From an optimization exercise on the open Yosys and OpenROAD flow, aimed at small area; shortcuts taken in it are not production practice. The RTL of this run was laid out without a check of its function. Power is estimated from default activity; no workload was simulated.

<file path="flow/constraint.sdc">
create_clock -name core_clock -period 5.0 [get_ports {clk}]
set_input_delay 1.0000 -clock core_clock [delete_from_list [all_inputs] [get_ports {clk}]]
set_output_delay 1.0000 -clock core_clock [all_outputs]
set_load 0.01 [all_outputs]
</file>
<file path="flow/config.mk">
export PLATFORM = sky130hd
export DESIGN_NAME = elevator_top
export DESIGN_NICKNAME = elevator_top
export VERILOG_FILES = /design/flow/design.v
export SDC_FILE = /design/flow/constraint.sdc
export NUM_CORES = 4
export LEC_CHECK = 0
export CAP_MARGIN = 20
export CORE_MARGIN = 2
export CORE_UTILIZATION = 30
export PLACE_DENSITY = 0.5
export SLEW_MARGIN = 20
</file>
<file path="flow/standard.sh">
#!/bin/bash
# synth_recipe.tcl (not shown) runs the flow's synth.tcl, then flattens the netlist and writes it again
# the make line also repeats each setting of config.mk as NAME=value (left out here)
make -C /OpenROAD-flow-scripts/flow DESIGN_CONFIG=/design/flow/config.mk WORK_HOME=/design/flow/orfs CLKGATE_MAP_FILE= SYNTH_SCRIPT=/design/flow/synth_recipe.tcl "${@:-finish}"
</file>
<file path="flow/design.v">
module lights
(
input [1:0] floornum,    
input [1:0] state,
output reg [6:0] floorseg,
output reg [6:0] stateseg
);
always @(*) begin
   case(floornum)
	2'd0: floorseg = 7'b1001111; 
	2'd1: floorseg = 7'b0010010; 
	2'd2: floorseg = 7'b0000110; 
	default: floorseg = 7'b1001100; 
   endcase
end
always @(*) begin
   case(state)
	2'b01: stateseg = 7'b1000001; 
	2'b10: stateseg = 7'b1000010; 
	default: stateseg = 7'b1111111;
   endcase
end
endmodule
module elevatorController
(
input clk, reset, Dsensor, Emergency,
Dopen, Dclose,
F1, F2, F3, F4,
F1up, F2down, F2up,
F3down, F3up, F4down,
output [1:0] state,
output reg [2:0] floor
);
parameter IDLE = 2'b00, UP = 2'b01, DOWN = 2'b10;
reg [1:0] es;      
reg door;          
reg [2:0] count;   
reg [1:0] ns;      
reg [1:0] nf;      
wire [1:0] k = floor[2:1];
wire done = count[2] & count[0];    
reg [2:0] next_count;
always @(*) begin
  case (count)
  3'd0: next_count = 3'd1;
  3'd1: next_count = 3'd2;
  3'd2: next_count = 3'd3;
  3'd3: next_count = Dclose ? 3'd5 : 3'd4;
  default: next_count = 3'd5;
  endcase
end
always @(posedge clk) begin
  if (reset) begin
    es <= IDLE; door <= 0; count <= 0; ns <= IDLE; nf <= 0; floor <= 0;
  end else if (floor[0]) begin
    if (Emergency) begin
      case ({k, es[0]})
      3'b000: floor <= 3'd0;
      3'b001: floor <= 3'd2;
      3'b010: floor <= 3'd2;
      3'b011: floor <= 3'd4;
      3'b100: floor <= 3'd4;
      default: floor <= 3'd6;
      endcase
    end else begin
      case (k)
      2'd0: if (es[0]) begin
              floor <= 3'd2;
              if (nf == 2'd1) begin
                if (F3 | F4 | F3up | F4down | F3down) ns <= UP;
                else if (F2up | F2down) ns <= IDLE;
                else if (F1up | F1) ns <= DOWN;
                else ns <= IDLE;
              end else if (nf[1]) begin
                ns <= UP;
                if (F2 | F2up) nf <= 2'd1;
              end
            end else begin
              ns <= UP; floor <= 3'd0;
            end
      2'd1: if (es[0]) begin
              floor <= 3'd4;
              if (nf == 2'd2) begin
                if (F4 | F4down) ns <= UP;
                else if (F3up | F3down | F3) ns <= IDLE;
                else if (F2up | F2down | F2 | F1up | F1) ns <= DOWN;
                else ns <= IDLE;
              end else if (nf == 2'd3) begin
                ns <= UP;
                if (F3 | F3up) nf <= 2'd2;
              end
            end else begin
              floor <= 3'd2;
              if (nf == 2'd1) begin
                if (F1 | F1up) ns <= DOWN;
                else if (F2 | F2down | F2up) ns <= IDLE;
                else if (F3up | F3 | F3down | F4down | F4) ns <= UP;
                else ns <= IDLE;
              end else if (nf == 2'd0) begin
                ns <= DOWN;
                if (F2 | F2up) nf <= 2'd1;
              end
            end
      default: if (es[1]) begin
              floor <= 3'd4;
              if (nf == 2'd2) begin
                if (F1 | F2 | F1up | F2down | F2up) ns <= DOWN;
                else if (F3down | F3up | F3) ns <= IDLE;
                else if (F4down | F4) ns <= UP;
                else ns <= IDLE;
              end else if (~nf[1]) begin
                ns <= DOWN;
                if (F3 | F3down) nf <= 2'd2;
              end
            end else begin
              ns <= DOWN; floor <= 3'd6;
            end
      endcase
    end
  end else if (Emergency) begin
    door <= 1; ns <= IDLE; count <= 0; es <= IDLE;
  end else if (es == IDLE) begin
    if (door) begin
      if (done) door <= Dsensor;
      else count <= next_count;
    end else if (ns == IDLE) begin
      count <= 0;
      case (k)
      2'd0:
        if (F1up) begin door <= 1; ns <= UP; end
        else if (F2up)   begin ns <= UP;   nf <= 2'd1; floor <= 3'd1; es <= UP; end
        else if (F2down) begin ns <= DOWN; nf <= 2'd1; floor <= 3'd1; es <= UP; end
        else if (F3up)   begin ns <= UP;   nf <= 2'd2; floor <= 3'd1; es <= UP; end
        else if (F3down) begin ns <= DOWN; nf <= 2'd2; floor <= 3'd1; es <= UP; end
        else if (F4down) begin ns <= DOWN; nf <= 2'd3; floor <= 3'd1; es <= UP; end
        else if (Dopen | F1) door <= 1;
        else if (F2) begin nf <= 2'd1; floor <= 3'd1; es <= UP; end
        else if (F3) begin nf <= 2'd2; floor <= 3'd1; es <= UP; end
        else if (F4) begin nf <= 2'd3; floor <= 3'd1; es <= UP; end
      2'd1:
        if (F2up) begin door <= 1; ns <= UP; end
        else if (F2down) begin door <= 1; ns <= DOWN; end
        else if (F3up)   begin ns <= UP;   nf <= 2'd2; floor <= 3'd3; es <= UP; end
        else if (F3down) begin ns <= DOWN; nf <= 2'd2; floor <= 3'd3; es <= UP; end
        else if (F1up)   begin ns <= UP;   nf <= 2'd0; floor <= 3'd1; es <= DOWN; end
        else if (F4down) begin ns <= DOWN; nf <= 2'd3; floor <= 3'd3; es <= UP; end
        else if (Dopen | F2) door <= 1;
        else if (F3) begin ns <= UP;   nf <= 2'd2; floor <= 3'd3; es <= UP; end
        else if (F1) begin ns <= DOWN; nf <= 2'd0; floor <= 3'd1; es <= DOWN; end
        else if (F4) begin ns <= UP;   nf <= 2'd3; floor <= 3'd3; es <= UP; end
      2'd2:
        if (F3down) begin door <= 1; ns <= DOWN; end
        else if (F3up) begin door <= 1; ns <= UP; end
        else if (F2down) begin ns <= DOWN; nf <= 2'd1; floor <= 3'd3; es <= DOWN; end
        else if (F2up)   begin ns <= UP;   nf <= 2'd1; floor <= 3'd3; es <= DOWN; end
        else if (F4down) begin ns <= DOWN; nf <= 2'd3; floor <= 3'd5; es <= UP; end
        else if (F1up)   begin ns <= UP;   nf <= 2'd0; floor <= 3'd3; es <= DOWN; end
        else if (Dopen | F3) door <= 1;
        else if (F2) begin ns <= DOWN; nf <= 2'd1; floor <= 3'd3; es <= DOWN; end
        else if (F4) begin ns <= UP;   nf <= 2'd3; floor <= 3'd5; es <= UP; end
        else if (F1) begin ns <= DOWN; nf <= 2'd0; floor <= 3'd3; es <= DOWN; end
      2'd3:
        if (F4down) begin door <= 1; ns <= DOWN; end
        else if (F3down) begin ns <= DOWN; nf <= 2'd2; floor <= 3'd5; es <= DOWN; end
        else if (F3up)   begin ns <= UP;   nf <= 2'd2; floor <= 3'd5; es <= DOWN; end
        else if (F2down) begin ns <= DOWN; nf <= 2'd1; floor <= 3'd5; es <= DOWN; end
        else if (F2up)   begin ns <= UP;   nf <= 2'd1; floor <= 3'd5; es <= DOWN; end
        else if (F1up)   begin ns <= UP;   nf <= 2'd0; floor <= 3'd5; es <= DOWN; end
        else if (Dopen | F4) door <= 1;
        else if (F3) begin nf <= 2'd2; floor <= 3'd5; es <= DOWN; end
        else if (F2) begin nf <= 2'd1; floor <= 3'd5; es <= DOWN; end
        else if (F1) begin nf <= 2'd0; floor <= 3'd5; es <= DOWN; end
      endcase
    end else begin
      count <= 3'd2;
      case (k)
      2'd0:
        if (F1 | Dopen | F1up) door <= 1;
        else if (F2) begin nf <= 2'd1; floor <= 3'd1; es <= UP; end
        else if (F3) begin nf <= 2'd2; floor <= 3'd1; es <= UP; end
        else if (F4) begin nf <= 2'd3; floor <= 3'd1; es <= UP; end
        else ns <= IDLE;
      2'd1:
        if (ns[0]) begin
          if (F2 | Dopen | F2up) door <= 1;
          else if (F3) begin nf <= 2'd2; floor <= 3'd3; es <= UP; end
          else if (F4) begin nf <= 2'd3; floor <= 3'd3; es <= UP; end
          else ns <= IDLE;
        end else begin
          if (F2 | Dopen | F2down) door <= 1;
          else if (F1) begin nf <= 2'd0; floor <= 3'd1; es <= DOWN; end
          else ns <= IDLE;
        end
      2'd2:
        if (ns[1]) begin
          if (F3 | Dopen | F3down) door <= 1;
          else if (F2) begin nf <= 2'd1; floor <= 3'd3; es <= DOWN; end
          else if (F1) begin nf <= 2'd0; floor <= 3'd3; es <= DOWN; end
          else ns <= IDLE;
        end else begin
          if (F3 | Dopen | F3up) door <= 1;
          else if (F4) begin nf <= 2'd3; floor <= 3'd5; es <= UP; end
          else ns <= IDLE;
        end
      2'd3:
        if (F4 | Dopen | F4down) door <= 1;
        else if (F3) begin nf <= 2'd2; floor <= 3'd5; es <= DOWN; end
        else if (F2) begin nf <= 2'd1; floor <= 3'd5; es <= DOWN; end
        else if (F1) begin nf <= 2'd0; floor <= 3'd5; es <= DOWN; end
        else ns <= IDLE;
      endcase
    end
  end else if (k == 2'd0 || k == 2'd3) begin
    es <= IDLE; ns <= IDLE; count <= 0; door <= 1;
  end else if (~door) begin
    if (k[0] ? (nf == 2'd1) : (nf == 2'd2)) begin door <= 1; count <= 0; end
    else if (k[0]) floor <= nf[1] ? 3'd3 : 3'd1;
    else floor <= nf[1] ? 3'd5 : 3'd3;
  end else if (~done) begin
    count <= next_count;
  end else if (~Dsensor) begin
    if (k == 2'd1) begin
      if (ns == UP) begin
        if (F2 | F2up) count <= 3'd3;
        else begin floor <= 3'd3; es <= UP; door <= 0; nf <= (es[0] & ~(F3 | F3up)) ? 2'd3 : 2'd2; end
      end else if (ns == DOWN) begin
        if (F2 | F2down) count <= 3'd3;
        else begin floor <= 3'd1; es <= DOWN; door <= 0; nf <= 2'd0; end
      end else begin
        es <= IDLE; door <= 0;
      end
    end else begin
      if (ns == UP) begin
        if (es[0] & (F3 | F3up)) count <= 3'd3;
        else begin floor <= 3'd5; es <= UP; door <= 0; nf <= 2'd3; end
      end else if (ns == DOWN) begin
        if (F3 | F3down) count <= 3'd3;
        else begin floor <= 3'd3; es <= DOWN; door <= 0; nf <= (F2 | F2down) ? 2'd1 : 2'd0; end
      end else begin
        es <= IDLE; door <= 0;
      end
    end
  end
end
assign state = es;
endmodule
module elevator_top
(
input clk, reset, Dsensor, Emergency,
Dopen, Dclose,
F1, F2, F3, F4,
F1up, F2down, F2up,
F3down, F3up, F4down,
output [6:0] floordisp,
output [6:0] statedisp,
output emergencylight
);
wire [2:0] floor;
wire [1:0] state;
elevatorController eC1(
clk, reset, Dsensor, Emergency, Dopen, Dclose,
F1, F2, F3, F4, F1up, F2down, F2up, F3down, F3up, F4down,
state, floor);
reg [1:0] shown;
always @(*) begin
  case ({floor, state[1]})
  4'b0000, 4'b0001, 4'b0010: shown = 2'd0;
  4'b0011, 4'b0100, 4'b0101, 4'b0110: shown = 2'd1;
  4'b0111, 4'b1000, 4'b1001, 4'b1010: shown = 2'd2;
  default: shown = 2'd3;
  endcase
end
lights lut1(shown, state, floordisp, statedisp);
assign emergencylight = Emergency;
endmodule
</file>
<file path="flow/flow/run.sh">
#!/bin/bash
bash standard.sh > standard.log 2>&1
</file>
==> impl_metrics.toml <==
[drt]
wire_per_inst_um = 25.5
ant_nets = 0
viasPerCell = 7.06
firstDrtPassIters = 10
drt_iter0_markers = 823
via_count = 5039
routed_wl_um = 18200
route.detailed.drc = 0

[timing]
fin_crit_ns = 4.03
rsz0062_at_grt = "false"
fin_setup_tns_ns = 0
max_freq_mhz = 248
tightest_slew_ns = 0.841
slew_viol_final = 0
post-route-period-util_pct = 80.5
whs_ns = 0.563
hold_violations = 0
timing.slew.headroom_pct = 43.8
timing.clock.skew_ns = 0.000917
setup_viol = 0

[cts]
cts.sinks = 13
clkTransAtPathRegs_ns = 0.05
cts_buffers = 3
htreeDepth = 1
clk_path_buf_depth = 2
clkLatencyLatePin_ns = 0.25
post_cts_buffers = 0
cts-root-buf = "clkbuf_16"
postCtsHoldBufs = 0
cts_tree = "built"
cts_resized = 0

[global_route]
grt_pass1_wl_um = 27900
use_met2_pct = 42.8
grt_busiest_layer = "met2"
first_global_vias = 4635
grt.met3_usage_pct = 7.23
antenna_found_initial = 0
grt_max_degree = 25
overflow = 0
grt_usage_pct = 27.5
met1_usage_pct = 36.1

[die]
start_util_pct = 30.4
io_pins = 31
core_area_um2 = 11900
die_y_um = 114
fp-row-count = 40
dieArea_um2 = 12900
die_x_um = 114

[critical_path]
cp-end-kind = "flop"
crit_fanout = 20
setup.worst_path.class = "input port to flop"
max_stage_delay_ns = 0.84
worstPathCellList = "clkdlybuf4s50_1 -> nor2_1 -> o22ai_1 -> a22oi_1 -> a21oi_1 -> nor3_1 -> mux2i_1 -> o22ai_1"
path_common_cell = "o22ai_1"
cp-start-kind = "input port"
required_ns = 5.11
crit_arrival_ns = 4.14
cp_slowest_cell = "clkdlybuf4s50_1"

[logic_synthesis]
yosysUniqueCellTypes = 74
synth_top_area_share_pct = 7.23
synth_area_um2 = 3600
syn_nets = 605
ys_ff_latch = 13
synth_warnings = 3
async_reset_ff_share_pct = 0
synthFlopType = "dfxtp_1"
synth_area_leaders = "dfxtp_1 7.2%, o21ai_0 6.7%, nor2_1 6.5%, a21oi_1 6.3%, ha_1 6.3%"
syn_area_per_cell_um2 = 6.31
synth.largest_area_cell = "dfxtp_1"
ys_seq_area_share_pct = 7.23
synth_edf_count = 0
syn_inst = 571

[finish]
nets = 602
final_util_pct = 34.1
syn_to_final_growth_pct = 12.4
drive_above_1_share_pct = 6.70
diodes = 0
stdcell_count = 714

[power]
total_power_mw = 1.63
leakagePower_nw = 1.35
vdd_drop_max_mv = 0.220
p_per_area_nw_per_um2 = 404

[place]
portBuffers = 28
dp_cells = 710
place_congestion = 1.08
hpwl_um = 13000

[min_path]
hold_path.class = "flop to flop"

[status]
status = "no timing/DRC/antenna violations"

[job]
drv_cap = 0
[report_power, final]
part | total [mW] | leakage [nW] | switching (mW) | internal [mW]
Clock | 0.160 | 0.0382 | 0.0520 | 0.108
Sequential | 0.183 | 0.106 | 0.0551 | 0.128
Combinational | 1.29 | 1.21 | 0.834 | 0.456
Total | 1.63 | 1.35 | 0.941 | 0.693
[final cells by class]
class	count	area, um2
fillers	1301	7810
multi-input cells	470	2970
repair buffers	49	438
flip-flops and latches	13	260
well taps	147	184
inverters	31	116
clock buffers	4	78.8
[worst max-delay path: cells and delay by family]
family | cells | cell delay (ns)
AOI/OAI and AO/OA | 4 | 0.75
muxes | 1 | 0.25
and+or+nand+nor | 2 | 1.27
buffers and inverters | 1 | 0.84
[state kept, by name, summed over array words and instances, names as in the netlist]
signal	cells
eC1.count	3
eC1.door	1
eC1.es	2
eC1.floor	3
eC1.nf	2
eC1.ns	2
[layout by cell type, fill, tap and decap left out, types with 7 or more instances in the layout]
cell type	count
a211oi_1	8
a21oi_1	45
a221oi_1	8
a311oi_1	8
a31oi_1	15
buf_4	21
clkdlybuf4s50_1	28
dfxtp_1	13
ha_1	18
inv_1	29
mux2i_1	7
nand2_1	38
nand2b_1	11
nand3_1	10
nand4_1	10
nor2_1	62
nor2b_1	12
nor3_1	26
nor4_1	7
o211ai_1	11
o21ai_0	48
or2_2	7
or3_1	10
[synthesized netlist by cell type (5+ instances only)]
master	number
a22oi_1	6
o31ai_1	6
or2_2	7
buf_4	7
a311oi_1	8
o311ai_0	5
nor2b_1	12
clkbuf_1	42
nor2_1	62
inv_1	29
nor4_1	7
o211ai_1	11
nand2b_1	11
o32ai_1	5
ha_1	18
nor3b_1	6
nand4_1	10
o21ai_0	48
a31oi_1	15
dfxtp_1	13
o22ai_1	5
nand2_1	38
or3_1	10
nand3_1	10
a211oi_1	8
o41ai_1	5
nor3_1	26
a21oi_1	45
a221oi_1	8
mux2i_1	7
[path summary, 6_finish.rpt]
path / endpoint / slack (ns) / startpoint / cells after the start
setup reg to reg: eC1.floor[1]$_SDFFE_PP0P_ / 1.45 / eC1.floor[2]$_SDFFE_PP0P_ / 9
setup / recovery: eC1.floor[1]$_SDFFE_PP0P_ / 0.97 / F2 / 8
hold / removal: eC1.count[1]$_SDFFE_PP0P_ / 0.56 / eC1.count[1]$_SDFFE_PP0P_ / 2
hold reg to reg: eC1.count[1]$_SDFFE_PP0P_ / 0.56 / eC1.count[1]$_SDFFE_PP0P_ / 2
[logic make-up (layout without fill, tap and decap cells)]
kind of cell	count (synthesis)	count (layout)	share of synthesized area (%)
buffers and inverters	88	84	10.3
AND/OR/NAND/NOR	219	219	31.2
AO/OA/AOI/OAI	223	223	42.6
flip-flops	13	13	7.23
multiplexers	7	7	1.95
other	2	2	0.209
adder cells (fa/ha/maj)	18	18	6.25
XOR/XNOR	1	1	0.243
[layer usage]
layer	wire length (um)	vias up
li1	-	2158
met4	1150	0
met3	2570	113
met5	0	-
met1	6830	2312
met2	7660	456
[metrics by stage]
step                      worst slack [ns]  instance area (um2)
after floorplan                       2.06                 3600
after global placement               0.858                 3970
after detailed placement             0.885                 3970
after CTS                             1.15                 4050
after global routing                 0.763                 4050
final                                0.973                 4050

afterwards: timing with drivers on the ports:
Ports are ideal in the flow. The routed layout listed here was re-timed in OpenROAD. Step 1 sets driving cells, clkbuf_16 on the clock port and buf_2 on the other inputs (assumed; they add their load-dependent delay and slew). Step 2 moves the port delays by t, midway between the first and last clock arrival at a register: inputs arrive t later, outputs are due t later. That takes back most of the time a late clock gives input paths. Slacks: ideal / step 1 / step 2; pairs: ideal / step 1.
t (ns): 0.280
slack for setup (ns): 0.973 / 0.976 / 0.697
hold slack, ns: 0.563 / 0.563 / 0.563
worst setup path at the end: input to register
pins driven straight from the clock port: 1
After both steps setup and hold are still met in this run. For this run, drivers alone change the setup slack by +0.003 ns; drivers and shift together by -0.276 ns.
